Context: an optimization exercise on an open-source flow, tuned for a short achievable clock period and few clock cycles per item. The choices shown serve that exercise and are no tape-out recipe.

==> build 45: inputs <==
Design CPU, start of the top module:
module CPU (clk, reset, in, out, N, V, Z, w, mem_cmd, mem_addr, reg_out);
Settings: LEC_CHECK=0, ABC_CLOCK_PERIOD_IN_PS=2000, CAP_MARGIN=20, CORE_MARGIN=2, CORE_UTILIZATION=40, SETUP_SLACK_MARGIN=4.5, SLEW_MARGIN=20, TNS_END_PERCENT=100; clock period 7.0 ns.
run.sh (not shown) runs the stock make flow with config.mk's settings and CLKGATE_MAP_FILE= SYNTH_SCRIPT=/design/flow/synth_recipe.tcl, a recipe that flattens the netlist after the stock synthesis.
==> trial 62: changes against build 45 <==
--- a/flow/design.v
+++ b/flow/design.v
@@ -33,14 +33,12 @@
 	logic [2:0] E_WA;
 	logic [8:0] E_FV;       
 	logic       ldwb;       
 	logic       BV;
 	logic [8:0] BPC, BTGT;
 	logic       PF;
-	logic       E_ALLOC;    
-	logic [8:0] IPC;        
 	logic       LDF;        
 	logic       STL;        
 	logic [2:0] ld_rd;
 	assign mem_addr = MA;
 	assign mem_cmd  = MST ? 2'b10 : 2'b01;
 	assign out      = SBD;
@@ -119,15 +117,12 @@
 	wire [2:0] d_rd = in[7:5];
 	wire [2:0] d_rm = in[2:0];
 	wire [1:0] d_sh = in[4:3];
 	function automatic [15:0] rd_fwd(input [2:0] a);
 		rd_fwd = (E_WE && E_WA == a) ? e_wd : R[a];
 	endfunction
-	function automatic [8:0] rd_fast(input [2:0] a);
-		rd_fast = (E_WE && E_WA == a) ? E_FV : R[a][8:0];
-	endfunction
 	wire [2:0] d_opc = in[15:13];
 	wire [1:0] d_op  = in[12:11];
 	wire d_ldr  = (d_opc == 3'b011);
 	wire d_str  = (d_opc == 3'b100);
 	wire d_bx   = (d_opc == 3'b010) & ~d_op[0];
 	wire d_bl   = (d_opc == 3'b010) & d_op[0];
@@ -137,53 +132,54 @@
 	wire d_alu  = (d_opc == 3'b101);
 	wire d_cmp  = d_alu & (d_op == 2'b01);
 	wire d_tk   = ((d_opc == 3'b001) & cond_true(d_rn, f_lt, f_z)) | d_bl;
 	wire [15:0] d_a  = rd_fwd(d_rn);
 	wire [15:0] d_b  = shf(rd_fwd(d_rm), d_sh);
 	wire [15:0] d_sd = shf(rd_fwd(d_rd), d_sh);
-	logic [8:0] d_sk [0:8];
+	logic [8:0] R9 [0:7];
+	logic [8:0] d_sk [0:7];
 	generate
-		for (gi = 0; gi < 9; gi = gi + 1) begin : g_sk
-			wire [8:0] base = (gi == 8) ? E_FV : R[gi % 8][8:0];
-			add_im5 u_sk (.r(base), .im(in[4:0]), .s(d_sk[gi]));
+		for (gi = 0; gi < 8; gi = gi + 1) begin : g_sk
+			assign R9[gi] = (E_WE && E_WA == gi) ? E_FV : R[gi][8:0];
+			add_im5 u_sk (.r(R9[gi]), .im(in[4:0]), .s(d_sk[gi]));
 		end
 	endgenerate
-	wire [8:0] d_sf = d_sk[8];
-	wire d_fwn = E_WE & (E_WA == d_rn);
-	logic [8:0] d_saddr;
+	logic [8:0] d_saddr, d_bxt;
 	always_comb begin
-		d_saddr = {9{d_fwn}} & d_sf;
-		for (int k = 0; k < 8; k = k + 1)
-			d_saddr = d_saddr | ({9{~d_fwn & (d_rn == k)}} & d_sk[k]);
+		d_saddr = 9'd0;
+		d_bxt = 9'd0;
+		for (int k = 0; k < 8; k = k + 1) begin
+			d_saddr = d_saddr | ({9{d_rn == k}} & d_sk[k]);
+			d_bxt = d_bxt | ({9{d_rd == k}} & R9[k]);
+		end
 	end
-	wire [8:0]  d_bxt   = rd_fast(d_rd);
 	wire [7:0]  d_pp  = ia[7:0] + 8'd1;
 	logic [8:0] d_tgt;
 	ks_add #(9) u_tgt (.a({1'b0, d_pp}), .b({in[7], in[7:0]}), .cin(1'b0), .s(d_tgt), .cout());
 	wire d_dep = E_WSLOW & ((d_ldr & (E_WA == d_rn)) | (d_bx & (E_WA == d_rd)));
 	wire [2:0] h_rn = IR[10:8];
 	wire [2:0] h_rd = IR[7:5];
 	wire [2:0] h_rm = IR[2:0];
 	wire p_a  = ldwb & (h_rn == ld_rd);
 	wire p_b  = ldwb & (h_rm == ld_rd);
 	wire p_sd = ldwb & (h_rd == ld_rd);
-	wire [15:0] h_a  = p_a  ? ldd : R[h_rn];
-	wire [15:0] h_b  = shf(p_b  ? ldd : R[h_rm], IR[4:3]);
-	wire [15:0] h_sd = shf(p_sd ? ldd : R[h_rd], IR[4:3]);
+	wire [15:0] h_a  = p_a  ? ldd : A;
+	wire [15:0] h_b  = p_b  ? shf(ldd, IR[4:3]) : B;
+	wire [15:0] h_sd = p_sd ? shf(ldd, IR[4:3]) : SD;
 	wire h_ldr  = (e_opc == 3'b011);
 	wire h_str  = (e_opc == 3'b100);
 	wire h_bx   = (e_opc == 3'b010) & ~e_op[0];
 	wire h_halt = (e_opc == 3'b111);
 	wire h_cmp  = (e_opc == 3'b101) & (e_op == 2'b01);
 	wire h_wslow = e_movr | ((e_opc == 3'b101) & (e_op != 2'b01));
 	wire h_we   = h_wslow | e_movi | e_bl;
 	wire [2:0] h_wa = (e_movi | e_bl) ? h_rn : h_rd;
 	wire [8:0] h_fv = e_bl ? {1'b0, PP} : {IR[7], IR[7:0]};
 	wire ld_dep = ldwb & ((h_ldr & p_a) | (h_bx & p_sd));
 	logic [8:0] a_saddr;
-	add_im5 u_hs (.r(R[h_rn][8:0]), .im(IR[4:0]), .s(a_saddr));
+	add_im5 u_hs (.r(A[8:0]), .im(IR[4:0]), .s(a_saddr));
 	wire x_exec_h = hold & IRv & ~halted & ~ld_dep;
 	wire sel_d    = ~hold & inv & ~squash & ~E_LDR & ~halted_n & ~d_dep;
 	wire x_stl    = (~hold & inv & ~squash & ~E_LDR & ~halted_n & d_dep) | (hold & IRv & ~halted & ld_dep);
 	wire x_exec   = x_exec_h | sel_d;
 	logic        x_ldr, x_str, x_redir, x_halt, x_cmp, x_we, x_wslow;
 	logic [2:0]  x_wa;
@@ -225,13 +221,13 @@
 	wire pred_hit = FT & BV & (MA == BPC);
 	wire seq = ~E_REDIR & ~(MST & inv) & ~x_stl & ~(x_exec & (x_ldr | x_drain | x_redir));
 	wire pf_n = pred_hit & seq;
 	logic [8:0] ma_early, mao_n, fa_n;
 	wire sel_s_n = (sel_d & d_ldr) | (x_exec_h & h_ldr);
 	wire sel_t_n = sel_d & d_tk & ~PF & ~d_drain;
-	wire [8:0] mas_n = hold ? a_saddr : d_saddr;
+	wire [8:0] mas_n = hold ? (STL ? a_saddr : MAS) : d_saddr;
 	always_comb begin
 		if (E_LDR)                             ma_early = fa;
 		else if (MST & E_REDIR)                ma_early = RT;
 		else if (MST)                          ma_early = inv ? ia : fa;
 		else if (E_REDIR)                      ma_early = ma_p1;
 		else if (x_exec_h & SBV & (h_str | TK | h_bx | h_halt)) ma_early = SBA;
@@ -264,13 +260,12 @@
 			ldwb    <= 1'b0;
 			STL     <= 1'b0;
 			halted  <= 1'b0;
 			W       <= 1'b0;
 			SBV     <= 1'b0;
 			BV      <= 1'b0;
-			E_ALLOC <= 1'b0;
 			PF      <= 1'b0;
 			E_LDR   <= 1'b0;
 			E_STR   <= 1'b0;
 			E_REDIR <= 1'b0;
 			E_CMP   <= 1'b0;
 			E_HALT  <= 1'b0;
@@ -283,14 +278,15 @@
 			STL     <= x_stl;
 			halted  <= halted_n;
 			W       <= halted_n | (x_exec & x_halt & ~x_drain);
 			MST     <= x_drain;
 			SBV     <= sbv_n;
 			PF      <= pf_n;
-			E_ALLOC <= sel_d & (d_opc == 3'b001) & d_tk & ~PF & in[7];
-			if (E_ALLOC) BV <= 1'b1;
+			if (sel_d & (d_opc == 3'b001) & d_tk & ~PF & in[7]) begin
+				BV <= 1'b1;
+			end
 			E_LDR   <= x_exec & x_ldr;
 			E_STR   <= x_exec & x_str;
 			E_REDIR <= x_exec & x_redir;
 			E_CMP   <= x_exec & x_cmp;
 			E_HALT  <= x_exec & x_halt;
 			E_WE    <= x_exec & x_we;
@@ -316,16 +312,15 @@
 			SBD <= SD;
 		end
 		LDF <= SBV & (SBA == MA);
 		E_WA <= x_wa;
 		E_FV <= x_fv;
 		RT <= x_raddr;
-		IPC <= ia;
-		if (E_ALLOC) begin
-			BPC  <= IPC;
-			BTGT <= RT;
+		if (sel_d & (d_opc == 3'b001) & d_tk & ~PF & in[7]) begin
+			BPC  <= ia;
+			BTGT <= d_tgt;
 		end
 		MAS <= mas_n;
 		MAT <= d_tgt;
 		if (E_LDR) ld_rd <= IR[7:5];
 		if (hold) begin
 			A <= h_a; B <= h_b; SD <= h_sd;
==> trial 61: changes against build 45 <==
--- a/flow/design.v
+++ b/flow/design.v
@@ -33,14 +33,12 @@
 	logic [2:0] E_WA;
 	logic [8:0] E_FV;       
 	logic       ldwb;       
 	logic       BV;
 	logic [8:0] BPC, BTGT;
 	logic       PF;
-	logic       E_ALLOC;    
-	logic [8:0] IPC;        
 	logic       LDF;        
 	logic       STL;        
 	logic [2:0] ld_rd;
 	assign mem_addr = MA;
 	assign mem_cmd  = MST ? 2'b10 : 2'b01;
 	assign out      = SBD;
@@ -119,15 +117,12 @@
 	wire [2:0] d_rd = in[7:5];
 	wire [2:0] d_rm = in[2:0];
 	wire [1:0] d_sh = in[4:3];
 	function automatic [15:0] rd_fwd(input [2:0] a);
 		rd_fwd = (E_WE && E_WA == a) ? e_wd : R[a];
 	endfunction
-	function automatic [8:0] rd_fast(input [2:0] a);
-		rd_fast = (E_WE && E_WA == a) ? E_FV : R[a][8:0];
-	endfunction
 	wire [2:0] d_opc = in[15:13];
 	wire [1:0] d_op  = in[12:11];
 	wire d_ldr  = (d_opc == 3'b011);
 	wire d_str  = (d_opc == 3'b100);
 	wire d_bx   = (d_opc == 3'b010) & ~d_op[0];
 	wire d_bl   = (d_opc == 3'b010) & d_op[0];
@@ -137,53 +132,54 @@
 	wire d_alu  = (d_opc == 3'b101);
 	wire d_cmp  = d_alu & (d_op == 2'b01);
 	wire d_tk   = ((d_opc == 3'b001) & cond_true(d_rn, f_lt, f_z)) | d_bl;
 	wire [15:0] d_a  = rd_fwd(d_rn);
 	wire [15:0] d_b  = shf(rd_fwd(d_rm), d_sh);
 	wire [15:0] d_sd = shf(rd_fwd(d_rd), d_sh);
-	logic [8:0] d_sk [0:8];
+	logic [8:0] R9 [0:7];
+	logic [8:0] d_sk [0:7];
 	generate
-		for (gi = 0; gi < 9; gi = gi + 1) begin : g_sk
-			wire [8:0] base = (gi == 8) ? E_FV : R[gi % 8][8:0];
-			add_im5 u_sk (.r(base), .im(in[4:0]), .s(d_sk[gi]));
+		for (gi = 0; gi < 8; gi = gi + 1) begin : g_sk
+			assign R9[gi] = (E_WE && E_WA == gi) ? E_FV : R[gi][8:0];
+			add_im5 u_sk (.r(R9[gi]), .im(in[4:0]), .s(d_sk[gi]));
 		end
 	endgenerate
-	wire [8:0] d_sf = d_sk[8];
-	wire d_fwn = E_WE & (E_WA == d_rn);
-	logic [8:0] d_saddr;
+	logic [8:0] d_saddr, d_bxt;
 	always_comb begin
-		d_saddr = {9{d_fwn}} & d_sf;
-		for (int k = 0; k < 8; k = k + 1)
-			d_saddr = d_saddr | ({9{~d_fwn & (d_rn == k)}} & d_sk[k]);
+		d_saddr = 9'd0;
+		d_bxt = 9'd0;
+		for (int k = 0; k < 8; k = k + 1) begin
+			d_saddr = d_saddr | ({9{d_rn == k}} & d_sk[k]);
+			d_bxt = d_bxt | ({9{d_rd == k}} & R9[k]);
+		end
 	end
-	wire [8:0]  d_bxt   = rd_fast(d_rd);
 	wire [7:0]  d_pp  = ia[7:0] + 8'd1;
 	logic [8:0] d_tgt;
 	ks_add #(9) u_tgt (.a({1'b0, d_pp}), .b({in[7], in[7:0]}), .cin(1'b0), .s(d_tgt), .cout());
 	wire d_dep = E_WSLOW & ((d_ldr & (E_WA == d_rn)) | (d_bx & (E_WA == d_rd)));
 	wire [2:0] h_rn = IR[10:8];
 	wire [2:0] h_rd = IR[7:5];
 	wire [2:0] h_rm = IR[2:0];
 	wire p_a  = ldwb & (h_rn == ld_rd);
 	wire p_b  = ldwb & (h_rm == ld_rd);
 	wire p_sd = ldwb & (h_rd == ld_rd);
-	wire [15:0] h_a  = p_a  ? ldd : R[h_rn];
-	wire [15:0] h_b  = shf(p_b  ? ldd : R[h_rm], IR[4:3]);
-	wire [15:0] h_sd = shf(p_sd ? ldd : R[h_rd], IR[4:3]);
+	wire [15:0] h_a  = p_a  ? ldd : A;
+	wire [15:0] h_b  = p_b  ? shf(ldd, IR[4:3]) : B;
+	wire [15:0] h_sd = p_sd ? shf(ldd, IR[4:3]) : SD;
 	wire h_ldr  = (e_opc == 3'b011);
 	wire h_str  = (e_opc == 3'b100);
 	wire h_bx   = (e_opc == 3'b010) & ~e_op[0];
 	wire h_halt = (e_opc == 3'b111);
 	wire h_cmp  = (e_opc == 3'b101) & (e_op == 2'b01);
 	wire h_wslow = e_movr | ((e_opc == 3'b101) & (e_op != 2'b01));
 	wire h_we   = h_wslow | e_movi | e_bl;
 	wire [2:0] h_wa = (e_movi | e_bl) ? h_rn : h_rd;
 	wire [8:0] h_fv = e_bl ? {1'b0, PP} : {IR[7], IR[7:0]};
 	wire ld_dep = ldwb & ((h_ldr & p_a) | (h_bx & p_sd));
 	logic [8:0] a_saddr;
-	add_im5 u_hs (.r(R[h_rn][8:0]), .im(IR[4:0]), .s(a_saddr));
+	add_im5 u_hs (.r(A[8:0]), .im(IR[4:0]), .s(a_saddr));
 	wire x_exec_h = hold & IRv & ~halted & ~ld_dep;
 	wire sel_d    = ~hold & inv & ~squash & ~E_LDR & ~halted_n & ~d_dep;
 	wire x_stl    = (~hold & inv & ~squash & ~E_LDR & ~halted_n & d_dep) | (hold & IRv & ~halted & ld_dep);
 	wire x_exec   = x_exec_h | sel_d;
 	logic        x_ldr, x_str, x_redir, x_halt, x_cmp, x_we, x_wslow;
 	logic [2:0]  x_wa;
@@ -225,13 +221,13 @@
 	wire pred_hit = FT & BV & (MA == BPC);
 	wire seq = ~E_REDIR & ~(MST & inv) & ~x_stl & ~(x_exec & (x_ldr | x_drain | x_redir));
 	wire pf_n = pred_hit & seq;
 	logic [8:0] ma_early, mao_n, fa_n;
 	wire sel_s_n = (sel_d & d_ldr) | (x_exec_h & h_ldr);
 	wire sel_t_n = sel_d & d_tk & ~PF & ~d_drain;
-	wire [8:0] mas_n = hold ? a_saddr : d_saddr;
+	wire [8:0] mas_n = hold ? (STL ? a_saddr : MAS) : d_saddr;
 	always_comb begin
 		if (E_LDR)                             ma_early = fa;
 		else if (MST & E_REDIR)                ma_early = RT;
 		else if (MST)                          ma_early = inv ? ia : fa;
 		else if (E_REDIR)                      ma_early = ma_p1;
 		else if (x_exec_h & SBV & (h_str | TK | h_bx | h_halt)) ma_early = SBA;
@@ -264,13 +260,12 @@
 			ldwb    <= 1'b0;
 			STL     <= 1'b0;
 			halted  <= 1'b0;
 			W       <= 1'b0;
 			SBV     <= 1'b0;
 			BV      <= 1'b0;
-			E_ALLOC <= 1'b0;
 			PF      <= 1'b0;
 			E_LDR   <= 1'b0;
 			E_STR   <= 1'b0;
 			E_REDIR <= 1'b0;
 			E_CMP   <= 1'b0;
 			E_HALT  <= 1'b0;
@@ -283,14 +278,15 @@
 			STL     <= x_stl;
 			halted  <= halted_n;
 			W       <= halted_n | (x_exec & x_halt & ~x_drain);
 			MST     <= x_drain;
 			SBV     <= sbv_n;
 			PF      <= pf_n;
-			E_ALLOC <= sel_d & (d_opc == 3'b001) & d_tk & ~PF & in[7];
-			if (E_ALLOC) BV <= 1'b1;
+			if (sel_d & (d_opc == 3'b001) & d_tk & ~PF & in[7]) begin
+				BV <= 1'b1;
+			end
 			E_LDR   <= x_exec & x_ldr;
 			E_STR   <= x_exec & x_str;
 			E_REDIR <= x_exec & x_redir;
 			E_CMP   <= x_exec & x_cmp;
 			E_HALT  <= x_exec & x_halt;
 			E_WE    <= x_exec & x_we;
@@ -316,16 +312,15 @@
 			SBD <= SD;
 		end
 		LDF <= SBV & (SBA == MA);
 		E_WA <= x_wa;
 		E_FV <= x_fv;
 		RT <= x_raddr;
-		IPC <= ia;
-		if (E_ALLOC) begin
-			BPC  <= IPC;
-			BTGT <= RT;
+		if (sel_d & (d_opc == 3'b001) & d_tk & ~PF & in[7]) begin
+			BPC  <= ia;
+			BTGT <= d_tgt;
 		end
 		MAS <= mas_n;
 		MAT <= d_tgt;
 		if (E_LDR) ld_rd <= IR[7:5];
 		if (hold) begin
 			A <= h_a; B <= h_b; SD <= h_sd;
- SETUP_SLACK_MARGIN: 4.5 -> 3.8
==> impl_metrics.csv <==
group,metric,value,unit
run_status,status,"no timing/DRC/antenna violations",
setup_path,critPathTopFamily,"simple AND/OR/NAND/NOR gates",
power_and_ir_drop,power.switching,0.00274,W
power_and_ir_drop,p_comb,0.00285,W
floorplan,row_count,97,
floorplan,die-area,72700,um^2
final_layout,fin_util,60.8,%
setup_path,crit_arrival,4.07,ns
sta,skew,0.0634,ns
final_layout,drive_gt1_share,50.5,%
floorplan,start_util,40.4,%
sta,period_share,53.7,%
power_and_ir_drop,power_leader,"combinational cells",
final_layout,n_clock_buffer,52,
final_layout,nNetsFinal,3777,
setup_path,cp_cell_sequence,"nand2b_4 -> nor3b_4 -> buf_6 -> mux2_2 -> ha_1 -> a21oi_2 -> nor2b_1 -> o21ai_1 -> nand2b_1 -> inv_1 -> ha_2 -> a222oi_1 -> mux4_2 -> mux2i_1 -> nor2_1 -> a21oi_1",
(the above is from trial 62)
==> impl_metrics.csv <==
group,metric,value,unit
power_and_ir_drop,power.switching,0.00261,W
final_layout,fin_util,57.8,%
floorplan,row_count,101,
setup_path,cp_cell_sequence,"buf_8 -> or4b_4 -> or4b_4 -> a211oi_4 -> or2_4 -> buf_4 -> buf_6 -> nor2_2 -> a221oi_2 -> o21ai_1 -> mux2i_1 -> a2111oi_2 -> a31o_2",
setup_path,critPathTopFamily,"simple AND/OR/NAND/NOR gates",
power_and_ir_drop,power_leader,"combinational cells",
run_status,status,"no timing/DRC/antenna violations",
floorplan,die-area,78600,um^2
power_and_ir_drop,p_comb,0.00267,W
sta,period_share,52.7,%
sta,skew,0.0250,ns
floorplan,start_util,40.3,%
setup_path,crit_arrival,4.17,ns
(the above is from build 45)
==> impl_metrics.csv <==
group,metric,value,unit
run_status,status,"no timing/DRC/antenna violations",
final_layout,n_clock_buffer,55,
power_and_ir_drop,p_comb,0.00219,W
final_layout,fin_util,52.5,%
final_layout,nNetsFinal,3377,
setup_path,cp_cell_sequence,"buf_8 -> nand4b_1 -> buf_4 -> mux2i_2 -> inv_1 -> ha_1 -> a21o_1 -> a21oi_2 -> o21bai_1 -> a21o_1 -> ha_1 -> a222oi_1 -> o221ai_1 -> o21ai_1 -> a31oi_1",
setup_path,critPathTopFamily,"compound AO/OA/AOI/OAI gates",
power_and_ir_drop,power_leader,"sequential cells",
sta,skew,0.0386,ns
floorplan,start_util,40.4,%
setup_path,crit_arrival,4.24,ns
sta,period_share,56.4,%
(the above is from trial 61)
No functional check of the RTL was part of any run of this note.

port drivers added, routing unchanged:
Ports are ideal in the flow. The routed layouts listed here were re-timed in OpenROAD. Step 1: set_driving_cell puts a clkbuf_16 on clk and a buf_2 on each other input, an assumption about the parent block. Step 2, shift: input delay + t, output delay - t, t = (earliest + latest rising clock arrival at the registers) / 2. This alone moves slack from input paths to output paths. Slacks: ideal ports / drivers / drivers and shift; pairs: ideal ports / drivers.
run	t, ns	setup slack, ns	hold slack, ns	worst setup path at the end	pins driven straight from the clock port
build 45	0.653	3.311 / 3.318 / 2.665	0.403 / 0.403 / 0.403	input to register	1
trial 62	0.663	3.243 / 3.243 / 2.655	0.413 / 0.413 / 0.413	input to register	1
trial 61	0.663	3.052 / 3.052 / 2.500	0.419 / 0.419 / 0.419	input to register	1
After both steps every run listed still meets setup and hold. The setup slack of build 45, which loses most, moves by +0.007 ns with the drivers and by -0.646 ns with both steps.
